Source: an optimization exercise on an open RTL-to-GDS flow (aim: a short achievable clock period and few clock cycles). Production flows keep margins and buffers that such runs may drop. Function was checked by simulation only, so behaviour that the tests miss may differ from the original. No activity file was given, so power comes from the tool's default toggle rates.

==> flow/design.v (excerpt) <==
module JAM (
input CLK,
input RST,
output reg [2:0] W,
output reg [2:0] J,
input [6:0] Cost,
output [3:0] MatchCount,
output [9:0] MinCost,
output reg Valid );
reg [2:0] pos;
reg [7:0] rw, rw2;
reg [63:0] ef, ef2;
reg last;
wire [2:0] nW = (pos == 3'd7) ? W + 3'd1 : W;
wire [2:0] nP = pos + 3'd1;
integer q, w;
always @(posedge CLK) begin
  if (RST) begin
    W <= 3'd0; J <= 3'd0; pos <= 3'd0; last <= 1'b0; Valid <= 1'b0;
    rw <= 8'd1; rw2 <= 8'd0; ef2 <= 64'd0;
    for (w = 0; w < 8; w = w + 1) for (q = 0; q < 8; q = q + 1) ef[8*w+q] <= (w == 0);
  end else begin
    pos <= nP; W <= nW;
    if (pos != 3'd7) J <= J + 3'd1;
    last <= (W == 3'd7) && (pos == 3'd7);
    Valid <= last;
    rw <= 8'd1 << nW;
    for (w = 0; w < 8; w = w + 1) for (q = 0; q < 8; q = q + 1) ef[8*w+q] <= (nW == w) && (nP <= q);
    rw2 <= rw; ef2 <= ef;
  end
end
reg [9:0] vm_01; reg [3:0] vc_01;
reg [9:0] vm_02; reg [3:0] vc_02;
reg [9:0] vm_03; reg [3:0] vc_03;
reg [9:0] vm_04; reg [3:0] vc_04;
reg [9:0] vm_05; reg [3:0] vc_05;
reg [9:0] vm_06; reg [3:0] vc_06;
reg [9:0] vm_07; reg [3:0] vc_07;
reg [9:0] vm_08; reg [3:0] vc_08;
reg [9:0] vm_09; reg [3:0] vc_09;
reg [9:0] vm_0a; reg [3:0] vc_0a;
reg [9:0] vm_0b; reg [3:0] vc_0b;
reg [9:0] vm_0c; reg [3:0] vc_0c;
reg [9:0] vm_0d; reg [3:0] vc_0d;
reg [9:0] vm_0e; reg [3:0] vc_0e;
reg [8:0] vm_0f; reg [3:0] vc_0f;
reg [9:0] vm_10; reg [3:0] vc_10;
reg [9:0] vm_11; reg [3:0] vc_11;
reg [9:0] vm_12; reg [3:0] vc_12;
reg [9:0] vm_13; reg [3:0] vc_13;
reg [9:0] vm_14; reg [3:0] vc_14;
reg [9:0] vm_15; reg [3:0] vc_15;
reg [9:0] vm_16; reg [3:0] vc_16;
reg [8:0] vm_17; reg [3:0] vc_17;
reg [9:0] vm_18; reg [3:0] vc_18;
reg [9:0] vm_19; reg [3:0] vc_19;
reg [9:0] vm_1a; reg [3:0] vc_1a;
reg [8:0] vm_1b; reg [3:0] vc_1b;
reg [9:0] vm_1c; reg [3:0] vc_1c;
reg [8:0] vm_1d; reg [3:0] vc_1d;
reg [8:0] vm_1e; reg [3:0] vc_1e;
reg [9:0] vm_20; reg [3:0] vc_20;
reg [9:0] vm_21; reg [3:0] vc_21;
reg [9:0] vm_22; reg [3:0] vc_22;
reg [9:0] vm_23; reg [3:0] vc_23;
reg [9:0] vm_24; reg [3:0] vc_24;
reg [9:0] vm_25; reg [3:0] vc_25;
reg [9:0] vm_26; reg [3:0] vc_26;
  ...
Size: ~16000 cells after synthesis, about 3400 flip-flops, about 30 I/O pins.
Settings: LEC_CHECK=0, CAP_MARGIN=35, CORE_MARGIN=2, CORE_UTILIZATION=50, SETUP_SLACK_MARGIN=3.0, SLEW_MARGIN=20, TNS_END_PERCENT=5; clock period 5.5 ns.
standard.sh (not shown) runs the stock make flow with config.mk's settings and CLKGATE_MAP_FILE= SYNTH_SCRIPT=/design/flow/synth_recipe.tcl, a recipe that flattens the netlist after the stock synthesis.
==> flow/flow/run.sh <==
#!/bin/bash
# The standard layout, except that the resizer may swap a cell for any cell of the same
# function (not only one with the same footprint). ORFS writes each step's log under orfs/logs/;
# make's own output goes to make.log here.
set -euo pipefail
bash standard.sh MATCH_CELL_FOOTPRINT=0 finish > make.log 2>&1
Testbench counts at the start, summed over its fixed seeds: cycles 1,560.
==> next run, changes <==
CORE_UTILIZATION = 40   (was 50)
Effect: Clock skew goes up by 0.014 ns. Non-clock buffer count goes down by 53. Via count goes down by 0.48%. Sequential power stays flat. Cell count goes up by 4.6%. Power goes down by 0.63%. Synthesized cell count is unchanged.
==> next run, changes <==
==> flow/run.sh (new file) <==
#!/bin/bash
# synth_recipe.tcl (not shown) runs the flow's synth.tcl, then flattens the netlist and writes it again
# the make line also repeats each setting of config.mk as NAME=value (left out here)
make -C /OpenROAD-flow-scripts/flow DESIGN_CONFIG=/design/flow/config.mk WORK_HOME=/design/flow/orfs CLKGATE_MAP_FILE= SYNTH_SCRIPT=/design/flow/synth_recipe.tcl finish
removed: flow/flow/run.sh
removed: flow/standard.sh
=> Clock power grows by a few percent; worst setup slack degrades by 0.0099 ns; sequential power barely changes; count of clock-buffer cells in the layout fell by 27; die area stays the same; final area hardly moves; utilization went up by 0.14 points; cell count barely changes; global-route usage stays flat; clock skew goes down by 0.0091 ns.
==> next run, changes <==
SETUP_SLACK_MARGIN = 3.3   (was 3.0)
What happened: Sequential share of layout area hardly moves; clock power falls by about 2%; final area stays flat; worst setup slack degrades by 0.033 ns; fmax came out lower by 1.2%; area after synthesis does not change.

## static timing again, ports no longer ideal
In the flow no input, the clock included, has a driving cell. The finished layouts below were timed again as built, in two steps.
Step 1: set_driving_cell puts a clkbuf_16 on CLK and a buf_2 on each other input, an assumption about the parent block.
Step 2, shift: input delay + t, output delay - t, t = (earliest + latest rising clock arrival at the registers) / 2. This alone moves slack from input paths to output paths.
Three values: ideal ports, drivers, drivers and shift; two values: the first two.
run	t, ns	setup WS [ns]	worst slew at a driven data input, ns	cell pins on the clock port's net
the first run	1.090	2.522 / 2.522 / 1.554	0.51	1
the second run	1.121	2.670 / 2.600 / 1.479	0.42	1
the third run	1.090	2.660 / 2.615 / 1.526	0.35	1
the fourth run	1.089	2.627 / 2.527 / 1.438	0.59	1
After both steps setup and hold are still met in every run listed. The setup slack of the second run, which loses most, moves by -0.070 ns with the drivers and by -1.191 ns with both steps.
